Context: an optimization exercise on an open-source flow, tuned for small area. The choices shown serve that exercise and are no tape-out recipe.
The RTL was checked by simulation tests, not by an equivalence proof against the original design.
No activity file was given, so power comes from the tool's default toggle rates.

### design/flow/flow/run.sh
#!/bin/bash
# The standard layout with these changes:
#  - synthesis maps each 2:1 mux (the registers' clock enables) to an a22o cell with a shared
#    inverted select (flow/mux_a22o.v), then maps the rest of the logic with an area-oriented
#    ABC script (flow/area.abc) instead of ORFS's speed script. The flip-flops are mapped
#    before ABC runs, so they are the standard synthesis's;
#  - every input and output port gets the smallest buffer (buf_1);
#  - clock tree synthesis takes its arguments from flow/cts_args when that file exists.
set -euo pipefail
W=$PWD
# synthesis script: synth_recipe.tcl with a wrapper around ABC's logic mapping
{
  head -n 1 synth_recipe.tcl
  cat <<TCL
proc abc {args} {
  set i [lsearch -exact \$args -script]
  if {\$i >= 0 && [string match *abc_speed.script [lindex \$args [expr {\$i + 1}]]]} {
    yosys techmap -map $W/flow/mux_a22o.v \$::env(DESIGN_NAME)
    yosys opt_merge
    lset args [expr {\$i + 1}] $W/flow/area.abc
  }
  yosys abc {*}\$args
}
TCL
  tail -n +2 synth_recipe.tcl
} > own_synth.tcl
sed "s#SYNTH_SCRIPT=[^ ]*synth_recipe.tcl#SYNTH_SCRIPT=$W/own_synth.tcl#" standard.sh > own_standard.sh
grep -q "SYNTH_SCRIPT=$W/own_synth.tcl" own_standard.sh
# clock tree synthesis arguments, if flow/cts_args gives them
if [[ -f flow/cts_args ]]; then
  export CTS_ARGS="$(cat flow/cts_args)"
fi
export BUFFER_PORTS_ARGS="-buffer_cell sky130_fd_sc_hd__buf_1"
bash own_standard.sh > own_flow.log 2>&1
### design/flow/flow/area.abc
&get -n
&st
&synch2
&nf -R 1000
&put
### design/flow/flow/cts_args
-sink_clustering_enable -repair_clock_nets -sink_clustering_size 10 -sink_clustering_max_diameter 40 -dont_use_dummy_load -buf_list {sky130_fd_sc_hd__clkbuf_4} -root_buf sky130_fd_sc_hd__clkbuf_16
### design/flow/flow/mux_a22o.v
// Each 2:1 mux as an a22o cell with an inverted select; opt_merge shares the inverters.
module \$_MUX_ (input A, input B, input S, output Y);
  wire sn;
  \$_NOT_ inv (.A(S), .Y(sn));
  sky130_fd_sc_hd__a22o_1 _TECHMAP_REPLACE_ (.A1(S), .A2(B), .B1(sn), .B2(A), .X(Y));
endmodule
### design/flow/standard.sh
#!/bin/bash
# synth_recipe.tcl (not shown) runs the flow's synth.tcl, then flattens the netlist and writes it again
# the make line also repeats each setting of config.mk as NAME=value (left out here)
make -C /OpenROAD-flow-scripts/flow DESIGN_CONFIG=/design/flow/config.mk WORK_HOME=/design/flow/orfs CLKGATE_MAP_FILE= SYNTH_SCRIPT=/design/flow/synth_recipe.tcl "${@:-finish}"
### design/flow/config.mk
export PLATFORM = sky130hd
export DESIGN_NAME = ecc_codec
export DESIGN_NICKNAME = ecc_codec
export VERILOG_FILES = /design/flow/design.v
export SDC_FILE = /design/flow/constraint.sdc
export NUM_CORES = 4
export LEC_CHECK = 0
export CAP_MARGIN = 20
export CORE_MARGIN = 2
export CORE_UTILIZATION = 65
export SLEW_MARGIN = 20
### design/flow/constraint.sdc
create_clock -name core_clock -period 4.0 [get_ports {clk}]
set_input_delay 0.8000 -clock core_clock [delete_from_list [all_inputs] [get_ports {clk}]]
set_output_delay 0.8000 -clock core_clock [all_outputs]
set_load 0.01 [all_outputs]
### design/flow/design.v
module ecc_enc (
  input  [71:0] d_i,
  output [79:0] q_o
);
  wire e0 = d_i[41] ^ d_i[47];
  wire e1 = d_i[53] ^ d_i[51];
  wire e2 = d_i[43] ^ d_i[56];
  wire e3 = d_i[44] ^ d_i[46];
  wire e4 = d_i[54] ^ d_i[55];
  wire e5 = d_i[50] ^ d_i[45];
  wire e6 = d_i[42] ^ d_i[48];
  wire e7 = d_i[52] ^ d_i[49];
  wire e8 = e3 ^ e2;
  wire e9 = e1 ^ e0;
  wire e10 = e4 ^ e5;
  wire e11 = e6 ^ e7;
  wire e12 = e8 ^ e9;
  wire e13 = e10 ^ e11;
  wire e14 = e12 ^ e13;
  wire e15 = d_i[12] ^ e3;
  wire e16 = d_i[25] ^ d_i[55];
  wire e17 = d_i[13] ^ e16;
  wire e18 = e2 ^ e17;
  wire e19 = d_i[16] ^ d_i[21];
  wire e20 = d_i[48] ^ e19;
  wire e21 = d_i[20] ^ d_i[52];
  wire e22 = d_i[71] ^ d_i[58];
  wire e23 = d_i[36] ^ d_i[63];
  wire e24 = d_i[35] ^ d_i[27];
  wire e25 = d_i[40] ^ d_i[31];
  wire e26 = d_i[24] ^ d_i[59];
  wire e27 = d_i[28] ^ d_i[62];
  wire e28 = d_i[66] ^ d_i[70];
  wire e29 = d_i[67] ^ d_i[32];
  wire e30 = d_i[17] ^ d_i[39];
  wire e31 = d_i[46] ^ d_i[51];
  wire e32 = d_i[47] ^ e21;
  wire e33 = e22 ^ e23;
  wire e34 = e24 ^ e25;
  wire e35 = e26 ^ e27;
  wire e36 = e28 ^ e29;
  wire e37 = e30 ^ e31;
  wire e38 = e20 ^ e15;
  wire e39 = e32 ^ e33;
  wire e40 = e34 ^ e35;
  wire e41 = e36 ^ e37;
  wire e42 = e18 ^ e38;
  wire e43 = e39 ^ e40;
  wire e44 = e41 ^ e42;
  wire e45 = e43 ^ e44;
  wire e46 = d_i[38] ^ d_i[36];
  wire e47 = d_i[26] ^ d_i[32];
  wire e48 = d_i[69] ^ d_i[67];
  wire e49 = d_i[23] ^ e1;
  wire e50 = d_i[14] ^ e15;
  wire e51 = d_i[29] ^ d_i[27];
  wire e52 = d_i[11] ^ d_i[17];
  wire e53 = e0 ^ e52;
  wire e54 = d_i[57] ^ d_i[63];
  wire e55 = d_i[64] ^ d_i[70];
  wire e56 = d_i[33] ^ d_i[39];
  wire e57 = d_i[18] ^ d_i[24];
  wire e58 = d_i[50] ^ e57;
  wire e59 = d_i[60] ^ d_i[58];
  wire e60 = d_i[5] ^ d_i[0];
  wire e61 = d_i[10] ^ d_i[2];
  wire e62 = d_i[21] ^ d_i[56];
  wire e63 = e59 ^ e56;
  wire e64 = e55 ^ e54;
  wire e65 = e51 ^ e48;
  wire e66 = e47 ^ e46;
  wire e67 = e60 ^ e61;
  wire e68 = e62 ^ e58;
  wire e69 = e53 ^ e49;
  wire e70 = e63 ^ e64;
  wire e71 = e65 ^ e66;
  wire e72 = e67 ^ e50;
  wire e73 = e68 ^ e69;
  wire e74 = e70 ^ e71;
  wire e75 = e72 ^ e73;
  wire e76 = e74 ^ e75;
  wire e77 = d_i[19] ^ d_i[49];
  wire e78 = e77 ^ e50;
  wire e79 = d_i[34] ^ d_i[40];
  wire e80 = e51 ^ e79;
  wire e81 = e80 ^ e14;
  wire e82 = d_i[6] ^ d_i[2];
  wire e83 = d_i[65] ^ d_i[71];
  wire e84 = e59 ^ e83;
  wire e85 = d_i[37] ^ d_i[35];
  wire e86 = e47 ^ e85;
  wire e87 = d_i[68] ^ d_i[66];
  wire e88 = e54 ^ e87;
  wire e89 = e84 ^ e88;
  wire e90 = d_i[9] ^ d_i[0];
  wire e91 = e90 ^ e45;
  wire e92 = d_i[22] ^ d_i[54];
  wire e93 = e21 ^ e92;
  wire e94 = e53 ^ e93;
  wire e95 = e94 ^ e78;
  wire e96 = d_i[7] ^ d_i[4];
  wire e97 = e82 ^ e16;
  wire e98 = e96 ^ e86;
  wire e99 = e97 ^ e89;
  wire e100 = e98 ^ e99;
  wire e101 = e95 ^ e81;
  wire e102 = e100 ^ e101;
  wire e103 = e91 ^ e102;
  wire e104 = d_i[61] ^ d_i[59];
  wire e105 = e55 ^ e104;
  wire e106 = d_i[8] ^ e76;
  wire e107 = d_i[15] ^ d_i[45];
  wire e108 = e107 ^ e58;
  wire e109 = e18 ^ e108;
  wire e110 = d_i[3] ^ d_i[5];
  wire e111 = e82 ^ e110;
  wire e112 = d_i[30] ^ d_i[28];
  wire e113 = e56 ^ e112;
  wire e114 = e113 ^ e81;
  wire e115 = d_i[1] ^ d_i[4];
  wire e116 = e115 ^ e111;
  wire e117 = e105 ^ e84;
  wire e118 = e116 ^ e117;
  wire e119 = e109 ^ e78;
  wire e120 = e118 ^ e119;
  wire e121 = e114 ^ e120;
  wire e122 = e106 ^ e121;
  wire e123 = d_i[7] ^ e115;
  wire e124 = e123 ^ e76;
  wire e125 = d_i[62] ^ e48;
  wire e126 = e105 ^ e125;
  wire e127 = e89 ^ e126;
  wire e128 = d_i[31] ^ e46;
  wire e129 = e86 ^ e128;
  wire e130 = e129 ^ e114;
  wire e131 = d_i[42] ^ e49;
  wire e132 = e20 ^ e131;
  wire e133 = e109 ^ e132;
  wire e134 = e95 ^ e133;
  wire e135 = e14 ^ e45;
  wire e136 = e106 ^ e135;
  wire e137 = e103 ^ e136;
  wire e138 = e122 ^ e103;
  wire e139 = d_i[10] ^ e111;
  wire e140 = e139 ^ e91;
  assign q_o[2] = d_i[0];
  assign q_o[4] = d_i[1];
  assign q_o[5] = d_i[2];
  assign q_o[6] = d_i[3];
  assign q_o[8] = d_i[4];
  assign q_o[9] = d_i[5];
  assign q_o[10] = d_i[6];
  assign q_o[11] = d_i[7];
  assign q_o[12] = d_i[8];
  assign q_o[13] = d_i[9];
  assign q_o[14] = d_i[10];
  assign q_o[16] = d_i[11];
  assign q_o[17] = d_i[12];
  assign q_o[18] = d_i[13];
  assign q_o[19] = d_i[14];
  assign q_o[20] = d_i[15];
  assign q_o[21] = d_i[16];
  assign q_o[22] = d_i[17];
  assign q_o[23] = d_i[18];
  assign q_o[24] = d_i[19];
  assign q_o[25] = d_i[20];
  assign q_o[26] = d_i[21];
  assign q_o[27] = d_i[22];
  assign q_o[28] = d_i[23];
  assign q_o[29] = d_i[24];
  assign q_o[30] = d_i[25];
  assign q_o[32] = d_i[26];
  assign q_o[33] = d_i[27];
  assign q_o[34] = d_i[28];
  assign q_o[35] = d_i[29];
  assign q_o[36] = d_i[30];
  assign q_o[37] = d_i[31];
  assign q_o[38] = d_i[32];
  assign q_o[39] = d_i[33];
  assign q_o[40] = d_i[34];
  assign q_o[41] = d_i[35];
  assign q_o[42] = d_i[36];
  assign q_o[43] = d_i[37];
  assign q_o[44] = d_i[38];
  assign q_o[45] = d_i[39];
  assign q_o[46] = d_i[40];
  assign q_o[47] = d_i[41];
  assign q_o[48] = d_i[42];
  assign q_o[49] = d_i[43];
  assign q_o[50] = d_i[44];
  assign q_o[51] = d_i[45];
  assign q_o[52] = d_i[46];
  assign q_o[53] = d_i[47];
  assign q_o[54] = d_i[48];
  assign q_o[55] = d_i[49];
  assign q_o[56] = d_i[50];
  assign q_o[57] = d_i[51];
  assign q_o[58] = d_i[52];
  assign q_o[59] = d_i[53];
  assign q_o[60] = d_i[54];
  assign q_o[61] = d_i[55];
  assign q_o[62] = d_i[56];
  assign q_o[64] = d_i[57];
  assign q_o[65] = d_i[58];
  assign q_o[66] = d_i[59];
  assign q_o[67] = d_i[60];
  assign q_o[68] = d_i[61];
  assign q_o[69] = d_i[62];
  assign q_o[70] = d_i[63];
  assign q_o[71] = d_i[64];
  assign q_o[72] = d_i[65];
  assign q_o[73] = d_i[66];
  assign q_o[74] = d_i[67];
  assign q_o[75] = d_i[68];
  assign q_o[76] = d_i[69];
  assign q_o[77] = d_i[70];
  assign q_o[78] = d_i[71];
  assign q_o[0] = e122;
  assign q_o[1] = e140;
  assign q_o[3] = e138;
  assign q_o[7] = e137;
  assign q_o[15] = e134;
  assign q_o[31] = e130;
  assign q_o[63] = e127;
  assign q_o[79] = e124;
endmodule
module ecc_dec (
  input             rst_ni,
  input             clk_i,
  input             clkena_i,
  input      [79:0] d_i,
  output reg [71:0] q_o,
  output     [7:0]  syndrome_o,
  output            sb_err_o,
  output            db_err_o,
  output            sb_fix_o
);
  wire x0 = d_i[0] ^ d_i[2];
  wire x1 = d_i[4] ^ d_i[6];
  wire x2 = d_i[8] ^ d_i[10];
  wire x3 = d_i[12] ^ d_i[14];
  wire x4 = d_i[16] ^ d_i[18];
  wire x5 = d_i[20] ^ d_i[22];
  wire x6 = d_i[24] ^ d_i[26];
  wire x7 = d_i[28] ^ d_i[30];
  wire x8 = d_i[32] ^ d_i[34];
  wire x9 = d_i[36] ^ d_i[38];
  wire x10 = d_i[40] ^ d_i[42];
  wire x11 = d_i[44] ^ d_i[46];
  wire x12 = d_i[48] ^ d_i[50];
  wire x13 = d_i[52] ^ d_i[54];
  wire x14 = d_i[56] ^ d_i[58];
  wire x15 = d_i[60] ^ d_i[62];
  wire x16 = d_i[64] ^ d_i[66];
  wire x17 = d_i[68] ^ d_i[70];
  wire x18 = d_i[72] ^ d_i[74];
  wire x19 = d_i[76] ^ d_i[78];
  wire x20 = x0 ^ x1;
  wire x21 = x2 ^ x3;
  wire x22 = x4 ^ x5;
  wire x23 = x6 ^ x7;
  wire x24 = x8 ^ x9;
  wire x25 = x10 ^ x11;
  wire x26 = x12 ^ x13;
  wire x27 = x14 ^ x15;
  wire x28 = x16 ^ x17;
  wire x29 = x18 ^ x19;
  wire x30 = x20 ^ x21;
  wire x31 = x22 ^ x23;
  wire x32 = x24 ^ x25;
  wire x33 = x26 ^ x27;
  wire x34 = x28 ^ x29;
  wire x35 = x30 ^ x31;
  wire x36 = x32 ^ x33;
  wire x37 = x34 ^ x35;
  wire x38 = x36 ^ x37;
  wire x39 = d_i[79] ^ d_i[0];
  wire x40 = d_i[1] ^ d_i[2];
  wire x41 = d_i[3] ^ d_i[4];
  wire x42 = d_i[5] ^ d_i[6];
  wire x43 = d_i[7] ^ d_i[8];
  wire x44 = d_i[9] ^ d_i[10];
  wire x45 = d_i[11] ^ d_i[12];
  wire x46 = d_i[13] ^ d_i[14];
  wire x47 = d_i[15] ^ d_i[16];
  wire x48 = d_i[17] ^ d_i[18];
  wire x49 = d_i[19] ^ d_i[20];
  wire x50 = d_i[21] ^ d_i[22];
  wire x51 = d_i[23] ^ d_i[24];
  wire x52 = d_i[25] ^ d_i[26];
  wire x53 = d_i[27] ^ d_i[28];
  wire x54 = d_i[29] ^ d_i[30];
  wire x55 = d_i[31] ^ d_i[32];
  wire x56 = d_i[33] ^ d_i[34];
  wire x57 = d_i[35] ^ d_i[36];
  wire x58 = d_i[37] ^ d_i[38];
  wire x59 = d_i[39] ^ d_i[40];
  wire x60 = d_i[41] ^ d_i[42];
  wire x61 = d_i[43] ^ d_i[44];
  wire x62 = d_i[45] ^ d_i[46];
  wire x63 = d_i[47] ^ d_i[48];
  wire x64 = d_i[49] ^ d_i[50];
  wire x65 = d_i[51] ^ d_i[52];
  wire x66 = d_i[53] ^ d_i[54];
  wire x67 = d_i[55] ^ d_i[56];
  wire x68 = d_i[57] ^ d_i[58];
  wire x69 = d_i[59] ^ d_i[60];
  wire x70 = d_i[61] ^ d_i[62];
  wire x71 = d_i[63] ^ d_i[64];
  wire x72 = d_i[65] ^ d_i[66];
  wire x73 = d_i[67] ^ d_i[68];
  wire x74 = d_i[69] ^ d_i[70];
  wire x75 = d_i[71] ^ d_i[72];
  wire x76 = d_i[73] ^ d_i[74];
  wire x77 = d_i[75] ^ d_i[76];
  wire x78 = d_i[77] ^ d_i[78];
  wire x79 = x40 ^ x42;
  wire x80 = x44 ^ x46;
  wire x81 = x48 ^ x50;
  wire x82 = x52 ^ x54;
  wire x83 = x56 ^ x58;
  wire x84 = x60 ^ x62;
  wire x85 = x64 ^ x66;
  wire x86 = x68 ^ x70;
  wire x87 = x72 ^ x74;
  wire x88 = x76 ^ x78;
  wire x89 = x79 ^ x80;
  wire x90 = x81 ^ x82;
  wire x91 = x83 ^ x84;
  wire x92 = x85 ^ x86;
  wire x93 = x87 ^ x88;
  wire x94 = x89 ^ x90;
  wire x95 = x91 ^ x92;
  wire x96 = x93 ^ x94;
  wire x97 = x95 ^ x96;
  wire x98 = x39 ^ x40;
  wire x99 = x41 ^ x42;
  wire x100 = x43 ^ x44;
  wire x101 = x45 ^ x46;
  wire x102 = x47 ^ x48;
  wire x103 = x49 ^ x50;
  wire x104 = x51 ^ x52;
  wire x105 = x53 ^ x54;
  wire x106 = x55 ^ x56;
  wire x107 = x57 ^ x58;
  wire x108 = x59 ^ x60;
  wire x109 = x61 ^ x62;
  wire x110 = x63 ^ x64;
  wire x111 = x65 ^ x66;
  wire x112 = x67 ^ x68;
  wire x113 = x69 ^ x70;
  wire x114 = x71 ^ x72;
  wire x115 = x73 ^ x74;
  wire x116 = x75 ^ x76;
  wire x117 = x77 ^ x78;
  wire x118 = x99 ^ x101;
  wire x119 = x103 ^ x105;
  wire x120 = x107 ^ x109;
  wire x121 = x111 ^ x113;
  wire x122 = x115 ^ x117;
  wire x123 = x118 ^ x119;
  wire x124 = x120 ^ x121;
  wire x125 = x122 ^ x123;
  wire x126 = x124 ^ x125;
  wire x127 = x98 ^ x99;
  wire x128 = x100 ^ x101;
  wire x129 = x102 ^ x103;
  wire x130 = x104 ^ x105;
  wire x131 = x106 ^ x107;
  wire x132 = x108 ^ x109;
  wire x133 = x110 ^ x111;
  wire x134 = x112 ^ x113;
  wire x135 = x114 ^ x115;
  wire x136 = x116 ^ x117;
  wire x137 = x128 ^ x130;
  wire x138 = x132 ^ x134;
  wire x139 = x136 ^ x137;
  wire x140 = x138 ^ x139;
  wire x141 = x127 ^ x128;
  wire x142 = x129 ^ x130;
  wire x143 = x131 ^ x132;
  wire x144 = x133 ^ x134;
  wire x145 = x135 ^ x136;
  wire x146 = x142 ^ x144;
  wire x147 = x141 ^ x142;
  wire x148 = x143 ^ x144;
  wire x149 = x147 ^ x148;
  wire x150 = x145 ^ x149;
  wire [6:0] syn = {x145, x148, x146, x140, x126, x97, x38};
  wire [71:0] dat = {d_i[78], d_i[77], d_i[76], d_i[75], d_i[74], d_i[73], d_i[72], d_i[71], d_i[70], d_i[69], d_i[68], d_i[67], d_i[66], d_i[65], d_i[64], d_i[62], d_i[61], d_i[60], d_i[59], d_i[58], d_i[57], d_i[56], d_i[55], d_i[54], d_i[53], d_i[52], d_i[51], d_i[50], d_i[49], d_i[48], d_i[47], d_i[46], d_i[45], d_i[44], d_i[43], d_i[42], d_i[41], d_i[40], d_i[39], d_i[38], d_i[37], d_i[36], d_i[35], d_i[34], d_i[33], d_i[32], d_i[30], d_i[29], d_i[28], d_i[27], d_i[26], d_i[25], d_i[24], d_i[23], d_i[22], d_i[21], d_i[20], d_i[19], d_i[18], d_i[17], d_i[16], d_i[14], d_i[13], d_i[12], d_i[11], d_i[10], d_i[9], d_i[8], d_i[6], d_i[5], d_i[4], d_i[2]};
  reg [71:0] d1;
  reg [6:0]  s1;
  reg        p1;
  reg [6:0]  s2;
  reg        p2;
  wire [7:0] lo = 8'd1 << s1[2:0];
  wire [9:0] hi;
  genvar u;
  generate for (u = 0; u < 10; u = u + 1) begin : g_hi
    assign hi[u] = (s1[6:3] == u);
  end endgenerate
  wire [71:0] fix;
  assign fix[0] = hi[0] & lo[3];
  assign fix[1] = hi[0] & lo[5];
  assign fix[2] = hi[0] & lo[6];
  assign fix[3] = hi[0] & lo[7];
  assign fix[4] = hi[1] & lo[1];
  assign fix[5] = hi[1] & lo[2];
  assign fix[6] = hi[1] & lo[3];
  assign fix[7] = hi[1] & lo[4];
  assign fix[8] = hi[1] & lo[5];
  assign fix[9] = hi[1] & lo[6];
  assign fix[10] = hi[1] & lo[7];
  assign fix[11] = hi[2] & lo[1];
  assign fix[12] = hi[2] & lo[2];
  assign fix[13] = hi[2] & lo[3];
  assign fix[14] = hi[2] & lo[4];
  assign fix[15] = hi[2] & lo[5];
  assign fix[16] = hi[2] & lo[6];
  assign fix[17] = hi[2] & lo[7];
  assign fix[18] = hi[3] & lo[0];
  assign fix[19] = hi[3] & lo[1];
  assign fix[20] = hi[3] & lo[2];
  assign fix[21] = hi[3] & lo[3];
  assign fix[22] = hi[3] & lo[4];
  assign fix[23] = hi[3] & lo[5];
  assign fix[24] = hi[3] & lo[6];
  assign fix[25] = hi[3] & lo[7];
  assign fix[26] = hi[4] & lo[1];
  assign fix[27] = hi[4] & lo[2];
  assign fix[28] = hi[4] & lo[3];
  assign fix[29] = hi[4] & lo[4];
  assign fix[30] = hi[4] & lo[5];
  assign fix[31] = hi[4] & lo[6];
  assign fix[32] = hi[4] & lo[7];
  assign fix[33] = hi[5] & lo[0];
  assign fix[34] = hi[5] & lo[1];
  assign fix[35] = hi[5] & lo[2];
  assign fix[36] = hi[5] & lo[3];
  assign fix[37] = hi[5] & lo[4];
  assign fix[38] = hi[5] & lo[5];
  assign fix[39] = hi[5] & lo[6];
  assign fix[40] = hi[5] & lo[7];
  assign fix[41] = hi[6] & lo[0];
  assign fix[42] = hi[6] & lo[1];
  assign fix[43] = hi[6] & lo[2];
  assign fix[44] = hi[6] & lo[3];
  assign fix[45] = hi[6] & lo[4];
  assign fix[46] = hi[6] & lo[5];
  assign fix[47] = hi[6] & lo[6];
  assign fix[48] = hi[6] & lo[7];
  assign fix[49] = hi[7] & lo[0];
  assign fix[50] = hi[7] & lo[1];
  assign fix[51] = hi[7] & lo[2];
  assign fix[52] = hi[7] & lo[3];
  assign fix[53] = hi[7] & lo[4];
  assign fix[54] = hi[7] & lo[5];
  assign fix[55] = hi[7] & lo[6];
  assign fix[56] = hi[7] & lo[7];
  assign fix[57] = hi[8] & lo[1];
  assign fix[58] = hi[8] & lo[2];
  assign fix[59] = hi[8] & lo[3];
  assign fix[60] = hi[8] & lo[4];
  assign fix[61] = hi[8] & lo[5];
  assign fix[62] = hi[8] & lo[6];
  assign fix[63] = hi[8] & lo[7];
  assign fix[64] = hi[9] & lo[0];
  assign fix[65] = hi[9] & lo[1];
  assign fix[66] = hi[9] & lo[2];
  assign fix[67] = hi[9] & lo[3];
  assign fix[68] = hi[9] & lo[4];
  assign fix[69] = hi[9] & lo[5];
  assign fix[70] = hi[9] & lo[6];
  assign fix[71] = hi[9] & lo[7];
  always @(posedge clk_i)
    if (clkena_i) begin
      d1 <= dat; s1 <= syn; p1 <= x150;
    end
  reg v1;
  always @(posedge clk_i or negedge rst_ni)
    if (!rst_ni)        v1 <= 1'b0;
    else if (clkena_i) v1 <= 1'b1;
  wire ld   = clkena_i & v1;
  wire hold = ~clkena_i;
  always @(posedge clk_i or negedge rst_ni)
    if (!rst_ni) begin
      q_o <= 72'h0; s2 <= 7'h0; p2 <= 1'b0;
    end else begin
      q_o <= ({72{ld}} & (d1 ^ fix)) | ({72{hold}} & q_o);
      s2  <= ({7{ld}} & s1) | ({7{hold}} & s2);
      p2  <= (ld & p1) | (hold & p2);
    end
  wire nz = |s2;
  wire pow2 = ~|(s2 & (s2 - 7'd1));
  assign syndrome_o = {p2, s2};
  assign sb_err_o   =  p2 & nz;
  assign db_err_o   = ~p2 & nz;
  assign sb_fix_o   =  p2 & nz & ~pow2;
endmodule
module ecc_codec (
  input  logic        clk,
  input  logic        rst_n,      
  input  logic        en,         
  input  logic [71:0] enc_d,      
  output logic [79:0] enc_q,      
  input  logic [79:0] dec_d,      
  output logic [71:0] dec_q,      
  output logic [7:0]  dec_syndrome,
  output logic        dec_sb_err,
  output logic        dec_db_err,
  output logic        dec_sb_fix
);
  logic [71:0] enc_r;
  always_ff @(posedge clk or negedge rst_n)
    if (!rst_n)  enc_r <= 72'h0;
    else if (en) enc_r <= enc_d;
  ecc_enc enc_inst (
    .d_i ( enc_r ),
    .q_o ( enc_q ));
  ecc_dec dec_inst (
    .rst_ni     ( rst_n        ),
    .clk_i      ( clk          ),
    .clkena_i   ( en           ),
    .d_i        ( dec_d        ),
    .q_o        ( dec_q        ),
    .syndrome_o ( dec_syndrome ),
    .sb_err_o   ( dec_sb_err   ),
    .db_err_o   ( dec_db_err   ),
    .sb_fix_o   ( dec_sb_fix   ));
endmodule
==> results of run 1 <==
[critical path: cells and delay by family, from the launching register on]
| family | cells | cell delay, ns |
|---|---|---|
| xor gates and xnor gates | 9 | 2.01 |
| DFF | 1 | 0.47 |
| buffers and inverters | 1 | 0.16 |
[synth_stat cells (all sizes together)]
cell type,count,area (µm²)
nand2,79,297
maj3,1,10.0
conb,1,3.75
nand3,2,10.0
nor2,9,33.8
xor2,41,359
clkinv,5,18.8
a221oi,1,8.76
dfrtp,153,3830
and3b,1,8.76
xnor2,325,2850
nor3b,3,22.5
a21oi,1,5.00
and2,1,6.26
a22o,150,1310
nor4,1,6.26
and3,1,6.26
nand2b,4,25.0
nor3,7,35.0
buf,9,67.6
edfxtp,80,2400
o21ai,4,20.0
a31oi,1,6.26
[cells by family (layout without fill, tap and decap cells)]
logic type / Yosys count / after routing / share of synthesized area
other: 1 / 2 / 0.000331
buffers and inverters: 14 / 368 / 0.00761
adder cells (fa/ha/maj): 1 / 1 / 0.000883
flip-flops: 233 / 233 / 0.549
XOR/XNOR: 366 / 366 / 0.283
AND/OR/NAND/NOR: 108 / 108 / 0.0397
AO/OA/AOI/OAI: 157 / 157 / 0.119
[metal layers]
metal | global-route usage | vias up
li1 | - | 3783
met1 | 0.388 | 4005
met4 | 0.138 | 0
met3 | 0.0686 | 75
met2 | 0.533 | 345
met5 | 0 | -
[state kept, by name, summed over array words and instances, names as in the netlist]
name,cells
dec_inst.d1,72
dec_inst.q_o,72
enc_r,72
dec_inst.s1,7
dec_inst.s2,7
dec_inst.p1,1
dec_inst.p2,1
dec_inst.v1,1
[worst max path at each step]
| stage | start | to | slack (ns) |
|---|---|---|---|
| after floorplan | en | dec_inst.v1 | 0.34 |
| after global placement | enc_r[46] | enc_q[3] | 0.70 |
| after detailed placement | enc_r[46] | enc_q[3] | 0.63 |
| after CTS | enc_r[46] | enc_q[3] | 0.10 |
| after global routing | enc_r[44] | enc_q[3] | -0.1 |
| final | enc_r[46] | enc_q[3] | 0.08 |
[power groups by stage]
| stage | logic, W | registers, W | clock network, W |
|---|---|---|---|
| floorplan | 0.00345 | 0.00312 | 0 |
| global placement | 0.00405 | 0.00308 | 0 |
| global route | 0.00441 | 0.00309 | 0.00148 |
| detailed placement | 0.00410 | 0.00310 | 0 |
| finish | 0.00413 | 0.00305 | 0.00136 |
| CTS | 0.00411 | 0.00305 | 0.00139 |
[repair_timing]
item	CTS	global route
endpoints found under the setup margin	0	1
resized for setup	0	4
hold buffers	0	0
[stage by stage]
| step | area, µm² | util |
|---|---|---|
| after floorplan | 11300 | - |
| after global placement | 12900 | 0.749 |
| after detailed placement | 12900 | 0.749 |
| after CTS | 13200 | 0.769 |
| after global routing | 13200 | 0.771 |
| final | 13200 | 0.771 |
[cell type report]
| type | instances | area (µm²) |
|---|---|---|
| diodes | 1 | 2.50 |
| flip-flops and latches | 233 | 6230 |
| inverters | 5 | 21.3 |
| repair buffers | 328 | 1310 |
| multi-input cells | 633 | 5050 |
| clock buffers | 35 | 350 |
| fillers | 1232 | 3930 |
| well taps | 225 | 282 |
==> results.json, run 1 <==
{
  "status": "finished clean",
  "p_leak_nw": 4.97,
  "startpoint_type": "flop",
  "synth_cell_type_count": 23,
  "htreeDepth": 2,
  "die_h_um": 136,
  "final_hold_viol_count": 0,
  "pre_cts_slack_ns": 0.630,
  "r2r_setup_slack_ns": 1.73,
  "antenna_found_initial": 0,
  "ys_warn_count": 2,
  "overflow": 0,
  "setup_viol": 0,
  "drt-initial-drc-count": 499,
  "cts_buffer_depth": 3,
  "dr.pass1.iters": 4,
  "dieArea_um2": 18500,
  "fin_crit_sh": 0.980,
  "period_minus_slack_ns": 3.92,
  "comb_power_share": 0.483,
  "syn_avg_cell_area_um2": 12.9,
  "final_cell_mix": "321 x xnor2_1, 315 x buf_1, 153 x dfrtp_1",
  "worst_slack_ns": 0.0804,
  "cts_tree": "built",
  "cts_buffers": 35,
  "drt_wl_total_um": 29500,
  "coreArea_um2": 17200,
  "syn_inst": 880,
  "layoutNonFillerInstCount": 1460,
  "fmax_mhz": 255,
  "r2r_cells": 5,
  "slowest_delay_ns": 0.47,
  "hold_slack_ns": 0.379,
  "p_total_w": 0.00855,
  "cts_root_buf": "clkbuf_16",
  "highest_layer": "met4",
  "power.density_nw_per_um2": 645,
  "crit_chain": "xnor2_2 > xnor2_1 > xnor2_1 > xnor2_1 > xor2_1 > xnor2_1 > xnor2_1 > xnor2_1 > xor2_1 > buf_1",
  "cp_data_arrival_time_ns": 3.12,
  "ys_ff_latch": 233,
  "pwr-share-clk": 0.159,
  "criticalPathCategory": "flop to output port",
  "clk_pin_slew_ns": 0.11,
  "p_sw_w": 0.00340,
  "yosysSeqAreaShare": 0.549,
  "layout_commonest_cell": "xnor2_1",
  "drt-vias-per-instance": 5.62,
  "p_seq_frac": 0.357,
  "syn2layout_area_growth_pct": 16.8,
  "required_ns": 3.20,
  "cp-end-kind": "output port",
  "place_hpwl_um": 21400,
  "routed-wl-met3_um": 2320,
  "drv_cap": 0,
  "placedCellCount": 1424,
  "internal_power_w": 0.00515,
  "final_layout_size_suffix_gt1_frac": 0.0438,
  "tightest_slew_ns": 1.13,
  "insertion_delay_ns": 0.49,
  "grt_pass1_vias": 8112,
  "drcViolationCount": 0,
  "globalplace.congestion": 0.914,
  "skew_ns": 0.0336,
  "reg2reg_to": "dec_inst.q_o[26]",
  "grt_max_degree": 95,
  "rows": 48,
  "relSlewSlack": 0.247,
  "dr_wl_met2_um": 14900,
  "io_pins": 318,
  "grt_pass1_wl_um": 43900,
  "final.setup.tns_ns": 0,
  "hold_class": "input pin to asynchronous set/reset pin",
  "fin_nets": 1391,
  "slowest_stage": "dfrtp_1",
  "grt_use_total": 0.314,
  "cp_common_cell": "xnor2_1",
  "syn_nets": 1035,
  "die_w_um": 136,
  "cp_max_fo": 4,
  "port_buffers": 317,
  "wl_per_cell_um": 20.2,
  "cts_setup_buffers": 0,
  "peakVddDrop_mv": 1.66,
  "maxSlewViolCount": 0,
  "syn_area_um2": 11300,
  "drt-met1-wl_um": 11300,
  "timing.rr.start": "dec_inst.s1[6]",
  "cts_sinks": 233,
  "ant_nets": 0,
  "vias": 8208,
  "swShare": 0.397,
  "start_util": 0.660
}
==> inputs of run 2 (changes only) <==
==> design/flow/flow/cts_args (replaced) <==
-sink_clustering_enable -repair_clock_nets -sink_clustering_size 12 -sink_clustering_max_diameter 60 -dont_use_dummy_load -buf_list {sky130_fd_sc_hd__clkbuf_4 sky130_fd_sc_hd__clkbuf_8} -root_buf sky130_fd_sc_hd__clkbuf_16
--- a/design/flow/config.mk
+++ b/design/flow/config.mk
@@ -8,4 +8,4 @@
 export CAP_MARGIN = 20
 export CORE_MARGIN = 2
-export CORE_UTILIZATION = 65
+export CORE_UTILIZATION = 75
 export SLEW_MARGIN = 20
==> results.json, run 2 <==
{
  "syn2layout_area_growth_pct": 16.5,
  "layout_commonest_cell": "xnor2_1",
  "final_cell_mix": "320 x xnor2_1, 314 x buf_1, 153 x dfrtp_1",
  "ys_async_sr_fraction": 0.657,
  "yosys-top-cells-area": "dfrtp_1 34%, xnor2_1 25%, edfxtp_1 21%, a22o_1 12%, xor2_1 3.2%",
  "clk_pin_slew_ns": 0.09,
  "hold_slack_ns": 0.339,
  "antenna_cells": 0,
  "cts_resized": 0,
  "syn_inst": 880,
  "cts_sinks": 233,
  "cp_common_cell": "xnor2_1",
  "insertion_delay_ns": 0.49,
  "p_leak_nw": 4.95,
  "final_hold_viol_count": 0,
  "cp.depth": 9,
  "rows": 44,
  "syn_avg_cell_area_um2": 12.9,
  "htreeDepth": 1,
  "synthTopCellsByCount": "325 x xnor2_1, 153 x dfrtp_1, 150 x a22o_1",
  "yosysSeqAreaShare": 0.549,
  "ys_warn_count": 2,
  "reg.largest.list": "dec_inst.d1 (72), dec_inst.q_o (72), enc_r (72)",
  "port_buffers": 317,
  "dieArea_um2": 16100,
  "relSlewSlack": 0.211,
  "coreArea_um2": 14600,
  "io_pins": 318,
  "grt_max_degree": 131,
  "synth_top_area_share": 0.338,
  "start_util": 0.774,
  "cts_setup_buffers": 0,
  "die_h_um": 127,
  "synth_edf_count": 80,
  "cp-endpoint": "enc_q[79]",
  "cp-end-kind": "output port",
  "ys_ff_latch": 233,
  "slowest_stage": "xnor2_1",
  "vias": 8696,
  "fmax_mhz": 263,
  "final.setup.tns_ns": 0,
  "antenna_found_initial": 0,
  "cp_data_arrival_time_ns": 3.01,
  "grt_pass1_wl_um": 48700,
  "crit_path_start": "enc_r[63]",
  "reg2reg_to": "dec_inst.q_o[29]",
  "slowest_delay_ns": 0.45,
  "period_minus_slack_ns": 3.81,
  "hold_class": "input pin to asynchronous set/reset pin",
  "drt_wl_total_um": 32200,
  "utilization": 0.903,
  "syn_area_um2": 11300,
  "crit_family": "XOR/XNOR gates",
  "syn_nets": 1035,
  "criticalPathCategory": "flop to output port",
  "grt_use_total": 0.397,
  "required_ns": 3.20,
  "cts_hold_buf": 0,
  "place_hpwl_um": 22100,
  "peakVddDrop_mv": 1.43,
  "maxSlewViolCount": 0,
  "drt-vias-per-instance": 6.20,
  "ant_nets": 0,
  "fin_nets": 1375,
  "overflow": 0,
  "startpoint_type": "flop",
  "cts_root_buf": "clkbuf_16",
  "r2r_setup_slack_ns": 1.53,
  "placedCellCount": 1379,
  "cts_tree": "built",
  "wl_per_cell_um": 23.0,
  "synth_cell_type_count": 23,
  "grt_pass1_vias": 8835,
  "p_total_w": 0.00890,
  "skew_ns": 0.0372,
  "tightest_slew_ns": 1.17,
  "cts_buffer_depth": 3,
  "layoutNonFillerInstCount": 1402,
  "cp_max_fo": 4,
  "dr.pass1.iters": 5,
  "r2r_cells": 5,
  "globalplace.congestion": 0.879,
  "synth_top_area_cell": "dfrtp_1",
  "drt-initial-drc-count": 854,
  "fin_crit_sh": 0.951,
  "drv_cap": 0,
  "power.density_nw_per_um2": 674,
  "crit_chain": "xnor2_1 > xnor2_1 > xnor2_1 > xnor2_1 > xnor2_1 > xnor2_1 > xnor2_1 > xnor2_1 > buf_1",
  "ys.flop_type": "dfrtp_1",
  "status": "finished clean",
  "cts_buffers": 23,
  "crit_buf_inv": 1,
  "drcViolationCount": 0,
  "synth.most_common_cell": "xnor2_1",
  "final_layout_size_suffix_gt1_frac": 0.0353,
  "setup_viol": 0,
  "rsz0062_at_grt": "false",
  "timing.rr.start": "dec_inst.s1[1]",
  "die_w_um": 127
}
==> run 2: worst register-to-register path, cell delays in order (launching register included) <==
cell	delay [ns]
edfxtp_1	0.53
nor3b_1	0.88
buf_4	0.30
nand2_1	0.09
xnor2_1	0.35
a22o_1	0.24
==> run 2: worst min path at each step <==
stage | to | slack (ns)
floorplan | dec_inst.p2 | 0.44
global placement | dec_inst.p2 | 0.45
detailed placement | dec_inst.p2 | 0.45
CTS | dec_inst.q_o[4] | 0.36
global route | dec_inst.q_o[71] | 0.39
finish | dec_inst.q_o[4] | 0.34
==> run 2: cell families (layout without fill, tap and decap cells) <==
| logic type | count (synthesis) | after routing | synth area share |
|---|---|---|---|
| compound gates | 157 | 157 | 0.119 |
| flops | 233 | 233 | 0.549 |
| buf+inv | 14 | 352 | 0.00761 |
| fa+ha+maj | 1 | 1 | 0.000883 |
| simple gates | 108 | 108 | 0.0397 |
| other cells | 1 | 1 | 0.000331 |
| xor+xnor | 366 | 366 | 0.283 |
==> run 2: per-stage QoR <==
step / cell area (µm²) / setup slack (ns)
global placement: 12800 / 0.684
detailed placement: 12800 / 0.593
global route: 13200 / 0.0311
finish: 13200 / 0.195
CTS: 13200 / 0.0577
floorplan: 11300 / 0.341
==> run 2: cell type report <==
type	count	area, µm²
multi-input combinational	633	5080
sequential	233	6230
tap	184	230
clock buffer	23	350
timing repair buffer	324	1300
inverter	5	21.3
fill	629	1430
==> run 2: report_power, final <==
part           leakage, nW  switching [W]  internal [W]
combinational         2.04        0.00264       0.00182
sequential            2.73       0.000286       0.00280
clock                0.181       0.000768      0.000583
total                 4.95        0.00369       0.00521
==> run 2: metal layers <==
| metal | vias up | global-route usage | wire, µm |
|---|---|---|---|
| met5 | - | 0 | 0 |
| met4 | 0 | 0.206 | 2080 |
| li1 | 3738 | - | - |
| met1 | 4213 | 0.478 | 11000 |
| met2 | 606 | 0.687 | 16000 |
| met3 | 139 | 0.0787 | 3180 |
==> inputs of run 3 (changes only) <==
--- a/design/flow/config.mk
+++ b/design/flow/config.mk
@@ -8,4 +8,4 @@
 export CAP_MARGIN = 20
 export CORE_MARGIN = 2
-export CORE_UTILIZATION = 75
+export CORE_UTILIZATION = 65
 export SLEW_MARGIN = 20
==> results.json, run 3 <==
{
  "cp_common_cell": "xnor2_1",
  "worst_slack_ns": 0.166,
  "port_buffers": 317,
  "period_minus_slack_ns": 3.83,
  "syn_area_um2": 11300,
  "cp_max_fo": 4,
  "rsz0062_at_grt": "false",
  "fmax_mhz": 261,
  "syn_inst": 880,
  "fin_nets": 1379,
  "synth_top_area_cell": "dfrtp_1",
  "layout_commonest_cell": "xnor2_1",
  "ys_warn_count": 2,
  "final_layout_size_suffix_gt1_frac": 0.0319,
  "die_w_um": 136,
  "layoutNonFillerInstCount": 1447,
  "p_leak_nw": 4.93,
  "ys_ff_latch": 233,
  "tightest_slew_ns": 1.17,
  "vias": 8199,
  "drv_cap": 0,
  "grt_pass1_wl_um": 43600,
  "drt-initial-drc-count": 471,
  "setup_viol": 0,
  "syn_nets": 1035,
  "fin_crit_sh": 0.959,
  "crit_chain": "xor2_1 > xnor2_1 > xnor2_1 > xnor2_1 > xnor2_1 > xnor2_1 > xnor2_1 > xnor2_1 > xor2_1 > buf_1",
  "cts_root_buf": "clkbuf_16",
  "antenna_found_initial": 0,
  "skew_ns": 0.0302,
  "pre_cts_slack_ns": 0.630,
  "cts_buffers": 23,
  "dieArea_um2": 18500,
  "insertion_delay_ns": 0.49,
  "synth.most_common_cell": "xnor2_1",
  "final_cell_mix": "324 x xnor2_1, 315 x buf_1, 153 x dfrtp_1",
  "synth_cell_type_count": 23,
  "final.setup.tns_ns": 0,
  "synth_top_area_share": 0.338,
  "start_util": 0.660,
  "yosys-top-cells-area": "dfrtp_1 34%, xnor2_1 25%, edfxtp_1 21%, a22o_1 12%, xor2_1 3.2%",
  "place_hpwl_um": 21400,
  "placedCellCount": 1424,
  "ys.flop_type": "dfrtp_1",
  "ant_nets": 0,
  "power.density_nw_per_um2": 645,
  "io_pins": 318,
  "globalplace.congestion": 0.914,
  "drcViolationCount": 0,
  "drt_wl_total_um": 29300,
  "syn_avg_cell_area_um2": 12.9,
  "final_hold_viol_count": 0,
  "grt_pass1_vias": 8002,
  "maxSlewViolCount": 0,
  "required_ns": 3.20,
  "cp_data_arrival_time_ns": 3.03,
  "hold_class": "input pin to asynchronous set/reset pin",
  "grt_max_degree": 95,
  "die_h_um": 136,
  "coreArea_um2": 17200,
  "slowest_delay_ns": 0.43,
  "cts_buffer_depth": 3,
  "p_total_w": 0.00852,
  "slowest_stage": "dfrtp_1",
  "startpoint_type": "flop",
  "relSlewSlack": 0.217,
  "cts_tree": "built",
  "peakVddDrop_mv": 1.67,
  "synth_edf_count": 80,
  "dr.pass1.iters": 5,
  "clk_pin_slew_ns": 0.08,
  "status": "finished clean",
  "antenna_cells": 0,
  "cts_sinks": 233,
  "synthTopCellsByCount": "325 x xnor2_1, 153 x dfrtp_1, 150 x a22o_1",
  "htreeDepth": 1,
  "cp-end-kind": "output port",
  "grt_use_total": 0.310,
  "drt-vias-per-instance": 5.67,
  "overflow": 0,
  "yosysSeqAreaShare": 0.549,
  "wl_per_cell_um": 20.2,
  "reg.largest.list": "dec_inst.d1 (72), dec_inst.q_o (72), enc_r (72)",
  "syn2layout_area_growth_pct": 16.6,
  "rows": 48,
  "ys_async_sr_fraction": 0.657,
  "criticalPathCategory": "flop to output port"
}
[run 3: cells by family after synthesis]
kind of cell	synth area share
other	0.000331
adders and majority gates	0.000883
xor gates and xnor gates	0.283
DFF	0.549
buffers and inverters	0.00761
and+or+nand+nor	0.0397
AOI/OAI and AO/OA	0.119
[run 3: report_power, final]
part,internal [W],switching [W]
Clock,0.000583,0.000768
Sequential,0.00280,0.000254
Combinational,0.00177,0.00234
Total,0.00516,0.00337
[run 3: final timing paths]
path                                start                to  slack [ns]  cells past startpoint
setup reg to reg           dec_inst.s1[2]  dec_inst.q_o[26]        1.74                      5
setup / recovery                enc_r[56]          enc_q[3]        0.17                     10
hold reg to reg               dec_inst.p1       dec_inst.p2        0.49                      1
hold / removal                      rst_n  dec_inst.q_o[69]        0.39                      1
max in group asynchronous           rst_n          enc_r[9]        2.68                      2
min in group core_clock       dec_inst.p1       dec_inst.p2        0.49                      1
[run 3: what timing repair did]
item | 4_1_cts | 5_1_grt
hold buffers | 0 | 0
endpoints found under the setup margin | 0 | 1
setup buffers | 0 | 0
resized for setup | 0 | 1
[run 3: area by class of cell]
class / instances / area (µm²)
clock buffers: 23 / 350
well taps: 225 / 282
repair buffers: 328 / 1310
inverters: 5 / 21.3
flip-flops and latches: 233 / 6230
fillers: 1237 / 3960
multi-input cells: 633 / 5030
[run 3: per-stage QoR]
step / cell area (µm²) / hold slack [ns] / util
3_5_place_dp: 12900 / 0.449 / 0.749
4_1_cts: 13200 / 0.406 / 0.769
6_report: 13200 / 0.387 / 0.770
2_1_floorplan: 11300 / 0.439 / -
3_3_place_gp: 12900 / 0.442 / 0.749
5_1_grt: 13200 / 0.436 / 0.770
[run 3: critical path: cells and delay by family, from the launching register on]
kind                      cells  cell delay [ns]
xor gates and xnor gates      9             1.97
buffers and inverters         1             0.16
DFF                           1             0.43
[run 3: metal layers]
layer	vias up	part of all wire	GRT usage
met5	-	0	0
met4	0	0.033	0.108
met3	64	0.077	0.0597
met2	371	0.51	0.532
met1	4025	0.38	0.395
li1	3739	-	-

-- static timing again, ports no longer ideal --
The results above use ideal ports. As a check the final layouts listed here were re-extracted and re-timed, cells and wires unchanged. Step 1 assumes that a clkbuf_16 drives the clock port and a buf_2 every other input. Step 2, shift: input delay + t, output delay - t, t = (earliest + latest rising clock arrival at the registers) / 2. This alone moves slack from input paths to output paths. Three values: ideal, step 1, step 2; two values: the first two.
run | t, ns | setup WS [ns] | worst hold slack (ns) | clock arrival spread, ns
run 1 | 0.514 | 0.080 / 0.034 / 0.548 | 0.379 / 0.355 / 0.504 | 0.053 / 0.053
run 2 | 0.516 | 0.195 / 0.148 / 0.664 | 0.339 / 0.327 / 0.499 | 0.037 / 0.037
run 3 | 0.522 | 0.166 / 0.116 / 0.639 | 0.387 / 0.360 / 0.493 | 0.033 / 0.033
After both steps setup and hold are still met in every run listed.
